What follows belongs to an exercise in optimizing a design on an open flow for small area; a production flow would make more cautious choices.
The RTL was checked by simulation tests, not by an equivalence proof against the original design.
The flow treats the clock pin as an ideal source. Dropping or thinning the clock tree relies on that and would not hold on a real chip.
Power and IR drop assume default switching activity.

==> flow/design.v (excerpt) <==
module cordic(
    input signed [29:0] i_angle,
    input i_clk,
    input i_rst,
    input i_start,
    output signed [29:0] o_sin,
    output signed [29:0] o_cos,
    output o_done
);
localparam W = 36;    
localparam D = 18;
localparam WA = 34;   
localparam DA = 17;
reg [W-1:0] x;
reg [W-1:0] y;
reg [WA-1:0] w;
reg [4:0] i;
reg c;           
reg busy;
reg done;
reg cx, cy, cw;  
reg mw;          
assign o_done = done;
assign o_cos = x[W-1:W-30];
assign o_sin = y[W-1:W-30];
reg last;        
wire d = c ? ~w[DA-1] : ~w[WA-1];
wire sub_x = d;
wire sub_y = ~d;
localparam [31*WA-1:0] ATAN = {
    34'h100000000,
    34'h100000000,
    34'h100000000,
    34'h100000000,
    34'h100000000,
    34'h100000000,
    34'h100000000,
    34'h100000000,
    34'h100000000,
    34'h100000000,
    34'h100000000,
    34'h100000000,
    34'h100000000,
    34'h100000000,
    34'h100000000,
    34'h0ffffffff,
    34'h0fffffffb,
    34'h0ffffffeb,
    34'h0ffffffab,
    34'h0fffffeab,
    34'h0fffffaab,
    34'h0ffffeaab,
    34'h0ffffaaab,
    34'h0fffeaaae,
    34'h0fffaaade,
    34'h0ffeaaddd,
    34'h0ffaaddb9,
    34'h0feadd4d5,
    34'h0fadbafc9,
    34'h0ed63382b,
    34'h0c90fdaa2
};
wire [WA-1:0] atan = ATAN[WA*i +: WA];
wire [W-1:0] src [0:1];
wire [1:0] sub;
assign src[0] = y;
assign src[1] = x;
assign sub[0] = sub_x;
assign sub[1] = sub_y;
wire [D:0] sh [0:1];
genvar g, k;
generate
    for (g = 0; g < 2; g = g + 1) begin : lane
        wire fill = last ? sub[g] : (c ? src[g][D-1] : src[g][W-1]);
        wire [W:0] p = {src[g][W-1] ^ last, src[g][W-2:0], 1'b0};
  ...
Size in the first run: about 960 cells after synthesis.
Settings: LEC_CHECK=0, ABC_AREA=1, CAP_MARGIN=20, CORE_MARGIN=2, CORE_UTILIZATION=40, PLACE_DENSITY=0.8, SLEW_MARGIN=20; clock period 11.0 ns.
standard.sh (not shown) runs the stock make flow with config.mk's settings and CLKGATE_MAP_FILE= SYNTH_SCRIPT=/design/flow/synth_recipe.tcl, a recipe that flattens the netlist after the stock synthesis.
==> flow/flow/run.sh <==
#!/bin/bash
# The standard layout with three changes:
#  - synthesis is the standard flow's own script (synth_recipe.tcl), except that the final ABC
#    mapping uses flow/area.abc, a deeper logic optimisation (&deepsyn) and an area-only standard-cell mapping (amap); every
#    step before it, and so every register, is the standard synthesis's;
#  - the port buffers use the smallest buffer cell;
#  - the clock tree is one clkbuf_8 driving six clkbuf_16 cells, each driving
#    a cluster of flip-flops, built by flow/mtree.tcl in place of TritonCTS.
set -euo pipefail
here=$(pwd)
cat > "$here/own_synth.tcl" <<EOT
proc abc {args} {
  set i [lsearch -exact \$args -script]
  if { \$i >= 0 } { lset args [expr {\$i + 1}] $here/flow/area.abc }
  yosys abc {*}\$args
}
source $here/synth_recipe.tcl
EOT
bash standard.sh "SYNTH_SCRIPT=$here/own_synth.tcl" \
  "BUFFER_PORTS_ARGS=-buffer_cell sky130_fd_sc_hd__buf_1" \
  "PRE_CTS_TCL=$here/flow/mtree.tcl" finish > standard.log 2>&1
==> flow/flow/area.abc <==
strash
&get -n
&st
&deepsyn -T 30
&put
dch -f
amap -F 3 -A 6 -m
Other scripts of this flow, unchanged in this note and not shown: flow/flow/mtree.tcl
==> next run, changes <==
- CORE_UTILIZATION: 40 -> 55
- PLACE_DENSITY: 0.8 -> default
What happened: The new run ran to the end with no violations. Via count went up by 1.2%. Combinational power went up by about 1%. Utilization went up by 17 points. Routed wire length went up by 2.0%. Critical path depth does not change. Worst setup slack is worse by 0.068 ns.
==> next run, changes <==
==> flow/flow/area.abc (replaced) <==
strash
&get -n
&st
&deepsyn -T 30
&put
dch -f
amap -F 3 -A 6
- CORE_UTILIZATION: 55 -> 40
- CTS_BUF_LIST: default -> sky130_fd_sc_hd__clkbuf_8
Final cell count came out higher by a little under a tenth; cell area came out higher slightly; first-iteration DRC count came out lower by a quarter to a third; clock power came out higher by a few percent; global-route usage came out lower by 9.0 points; hold slack gets better by 0.0092 ns; core utilization came out lower by 17 points; fmax came out higher slightly; via count came out lower by a few percent; setup slack gets better by 0.091 ns.
==> next run, changes <==
==> flow/flow/area.abc (replaced) <==
strash
&get -n
&st
&deepsyn -T 30
&put
dch -f
amap -F 3 -A 6 -m
Outcome: Synthesized cell count falls by 1.0%. Sequential cell count is unchanged. Via count barely changes. Hold slack gains 0.012 ns. Area after synthesis decreases by 0.50%. Total power grows by 0.56%. Cell area came out lower by 0.44%. Critical path depth stays the same.
In every run of this note, the design's own scripts or RTL, not TritonCTS, make the clock network.


The RTL this note starts from:
==> flow/design.v <==
module cordic(
    input signed [29:0] i_angle,
    input i_clk,
    input i_rst,
    input i_start,
    output signed [29:0] o_sin,
    output signed [29:0] o_cos,
    output o_done
);
localparam W = 36;    
localparam D = 18;
localparam WA = 34;   
localparam DA = 17;
reg [W-1:0] x;
reg [W-1:0] y;
reg [WA-1:0] w;
reg [4:0] i;
reg c;           
reg busy;
reg done;
reg cx, cy, cw;  
reg mw;          
assign o_done = done;
assign o_cos = x[W-1:W-30];
assign o_sin = y[W-1:W-30];
wire last = (i == 5'd30);
wire d = c ? ~w[DA-1] : ~w[WA-1];
wire sub_x = d;
wire sub_y = ~d;
localparam [31*WA-1:0] ATAN = {
    34'h100000000,
    34'h100000000,
    34'h100000000,
    34'h100000000,
    34'h100000000,
    34'h100000000,
    34'h100000000,
    34'h100000000,
    34'h100000000,
    34'h100000000,
    34'h100000000,
    34'h100000000,
    34'h100000000,
    34'h100000000,
    34'h100000000,
    34'h0ffffffff,
    34'h0fffffffb,
    34'h0ffffffeb,
    34'h0ffffffab,
    34'h0fffffeab,
    34'h0fffffaab,
    34'h0ffffeaab,
    34'h0ffffaaab,
    34'h0fffeaaae,
    34'h0fffaaade,
    34'h0ffeaaddd,
    34'h0ffaaddb9,
    34'h0feadd4d5,
    34'h0fadbafc9,
    34'h0ed63382b,
    34'h0c90fdaa2
};
wire [WA-1:0] atan = ATAN[WA*i +: WA];
wire [W-1:0] src [0:1];
wire [1:0] sub;
assign src[0] = y;
assign src[1] = x;
assign sub[0] = sub_x;
assign sub[1] = sub_y;
wire [D:0] sh [0:1];
genvar g, k;
generate
    for (g = 0; g < 2; g = g + 1) begin : lane
        wire fill = last ? sub[g] : (c ? src[g][D-1] : src[g][W-1]);
        wire [W:0] p = {src[g][W-1] ^ last, src[g][W-2:0], 1'b0};
        wire [D+15:0] s1;
        wire [D+7:0] s2;
        wire [D+3:0] s3;
        wire [D+1:0] s4;
        wire [D:0] s5;
        for (k = 0; k < D + 16; k = k + 1) begin : st16
            if (k + 16 <= D)
                assign s1[k] = i[4] ? p[k+16] : p[k];
            else if (k <= D)
                assign s1[k] = i[4] ? (c ? fill : p[k+16]) : p[k];
            else if (k + 16 <= W)
                assign s1[k] = c ? fill : (i[4] ? p[k+16] : p[k]);
            else
                assign s1[k] = (c | i[4]) ? fill : p[k];
        end
        for (k = 0; k < D + 8; k = k + 1) begin : st8
            assign s2[k] = i[3] ? (k + 8 < D + 16 ? s1[k+8] : fill) : s1[k];
        end
        for (k = 0; k < D + 4; k = k + 1) begin : st4
            assign s3[k] = i[2] ? s2[k+4] : s2[k];
        end
        for (k = 0; k < D + 2; k = k + 1) begin : st2
            assign s4[k] = i[1] ? s3[k+2] : s3[k];
        end
        for (k = 0; k < D + 1; k = k + 1) begin : st1
            assign s5[k] = i[0] ? s4[k+1] : s4[k];
        end
        assign sh[g] = s5;
    end
endgenerate
wire [D-1:0] op_x = sh[0][D:1] ^ {D{sub_x}};
wire [D-1:0] op_y = sh[1][D:1] ^ {D{sub_y}};
wire [DA-1:0] op_w = (c ? atan[WA-1:DA] : atan[DA-1:0]) ^ {DA{d}};
wire ci_x = c ? cx : sh[0][0] ^ sub_x;
wire ci_y = c ? cy : sh[1][0] ^ sub_y;
wire ci_w = c ? cw : d;
wire [D:0] k_x, k_y;
wire [DA:0] k_w;
wire [D-1:0] sum_x, sum_y;
wire [DA-1:0] sum_w;
assign k_x[0] = ci_x;
assign k_y[0] = ci_y;
assign k_w[0] = ci_w;
generate
    for (g = 0; g < D; g = g + 1) begin : rca
        assign sum_x[g] = x[g] ^ op_x[g] ^ k_x[g];
        assign k_x[g+1] = (x[g] & op_x[g]) | (k_x[g] & (x[g] ^ op_x[g]));
        assign sum_y[g] = y[g] ^ op_y[g] ^ k_y[g];
        assign k_y[g+1] = (y[g] & op_y[g]) | (k_y[g] & (y[g] ^ op_y[g]));
    end
    for (g = 0; g < DA; g = g + 1) begin : rcaw
        assign sum_w[g] = w[g] ^ op_w[g] ^ k_w[g];
        assign k_w[g+1] = (w[g] & op_w[g]) | (k_w[g] & (w[g] ^ op_w[g]));
    end
endgenerate
always @(posedge i_clk) begin
    if (i_start) begin
        w <= {i_angle, 4'b0};
        i <= 5'd0;
        c <= 1'b0;
    end else begin
        w <= {sum_w[DA-2:0], c ? mw : 1'b0, w[WA-1:DA]};
        c <= ~c;
        if (c)
            i <= i + 5'd1;
    end
    cx <= k_x[D];
    cy <= k_y[D];
    cw <= k_w[DA];
    mw <= sum_w[DA-1];
end
localparam G = W - 30;
localparam [W-1:0] X0 = 36'h26dd3b6a1;
always @(posedge i_clk) begin
    if (i_start) begin
        x[G-1:0] <= X0[G-1:0];
        y[G-1:0] <= {G{1'b0}};
    end else begin
        x[G-1:0] <= x[D+G-1:D];
        y[G-1:0] <= y[D+G-1:D];
    end
end
always @(posedge i_clk) begin
    if (i_start) begin
        x[W-1:G] <= X0[W-1:G];
        y[W-1:G] <= {(W-G){1'b0}};
    end else if (busy) begin
        x[W-1:G] <= {sum_x, x[W-1:D+G]};
        y[W-1:G] <= {sum_y, y[W-1:D+G]};
    end
end
always @(posedge i_clk) begin
    if (i_rst) begin
        busy <= 1'b0;
        done <= 1'b0;
    end else if (i_start) begin
        busy <= 1'b1;
        done <= 1'b0;
    end else if (busy && c && last) begin
        busy <= 1'b0;
        done <= 1'b1;
    end
end
endmodule
==> flow/config.mk <==
export PLATFORM = sky130hd
export DESIGN_NAME = cordic
export DESIGN_NICKNAME = cordic
export VERILOG_FILES = /design/flow/design.v
export SDC_FILE = /design/flow/constraint.sdc
export NUM_CORES = 4
export LEC_CHECK = 0
export ABC_AREA = 1
export CAP_MARGIN = 20
export CORE_MARGIN = 2
export CORE_UTILIZATION = 60
export CTS_BUF_LIST = sky130_fd_sc_hd__clkbuf_8
export SLEW_MARGIN = 20
==> flow/constraint.sdc <==
create_clock -name core_clock -period 11.0 [get_ports {i_clk}]
set_input_delay 2.2000 -clock core_clock [delete_from_list [all_inputs] [get_ports {i_clk}]]
set_output_delay 2.2000 -clock core_clock [all_outputs]
set_load 0.01 [all_outputs]
==> flow/flow/run.sh <==
#!/bin/bash
# The standard layout with two changes:
#  - synthesis is the standard flow's own script (synth_recipe.tcl), except that the final ABC
#    mapping uses flow/area.abc, a deeper logic optimisation (&deepsyn) and an area-only standard-cell mapping (amap); every
#    step before it, and so every register, is the standard synthesis's;
#  - the port buffers use the smallest buffer cell.
set -euo pipefail
here=$(pwd)
cat > "$here/own_synth.tcl" <<EOT
proc abc {args} {
  set i [lsearch -exact \$args -script]
  if { \$i >= 0 } { lset args [expr {\$i + 1}] $here/flow/area.abc }
  yosys abc {*}\$args
}
source $here/synth_recipe.tcl
EOT
bash standard.sh "SYNTH_SCRIPT=$here/own_synth.tcl" \
  "BUFFER_PORTS_ARGS=-buffer_cell sky130_fd_sc_hd__buf_1" finish > standard.log 2>&1
==> flow/flow/area.abc <==
strash
&get -n
&st
&deepsyn -T 30
&put
dch -f
amap -F 3 -A 6
The baseline finished with timing, DRC and antenna clean.
Change:
--- a/flow/config.mk
+++ b/flow/config.mk
@@ -9,5 +9,5 @@
 export CAP_MARGIN = 20
 export CORE_MARGIN = 2
-export CORE_UTILIZATION = 60
+export CORE_UTILIZATION = 40
 export CTS_BUF_LIST = sky130_fd_sc_hd__clkbuf_8
 export SLEW_MARGIN = 20
The changed run passed the timing, design-rule and antenna checks.
Total power went down by a few percent.
Design area rises slightly.
Worst setup slack gains 0.15 ns.
Utilization fell by 24 points.

## separate check: timing with driven ports
No port has a modelled driver above. Below, the same layouts with a new extraction and two added sets of constraints. Step 1 assumes that a clkbuf_16 drives the clock port and a buf_2 every other input. Step 2, shift: input delay + t, output delay - t, t = (earliest + latest rising clock arrival at the registers) / 2. This alone moves slack from input paths to output paths. Slacks: no drivers / after step 1 / after step 2; pairs: no drivers / after step 1.
| run | t, ns | setup WS [ns] | worst slew at a driven data input, ns |
|---|---|---|---|
| the first run of note 1 | 0.462 | 0.562 / 0.562 / 0.562 | 0.04 |
| the second run of note 1 | 0.463 | 0.494 / 0.494 / 0.494 | 0.03 |
| the third run of note 1 | 0.474 | 0.585 / 0.585 / 0.585 | 0.04 |
| the fourth run of note 1 | 0.460 | 0.609 / 0.609 / 0.609 | 0.04 |
| the first run of note 2 | 0.498 | 0.303 / 0.303 / 0.303 | 0.04 |
| the second run of note 2 | 0.495 | 0.451 / 0.451 / 0.451 | 0.04 |
After both steps every run listed still meets setup and hold.
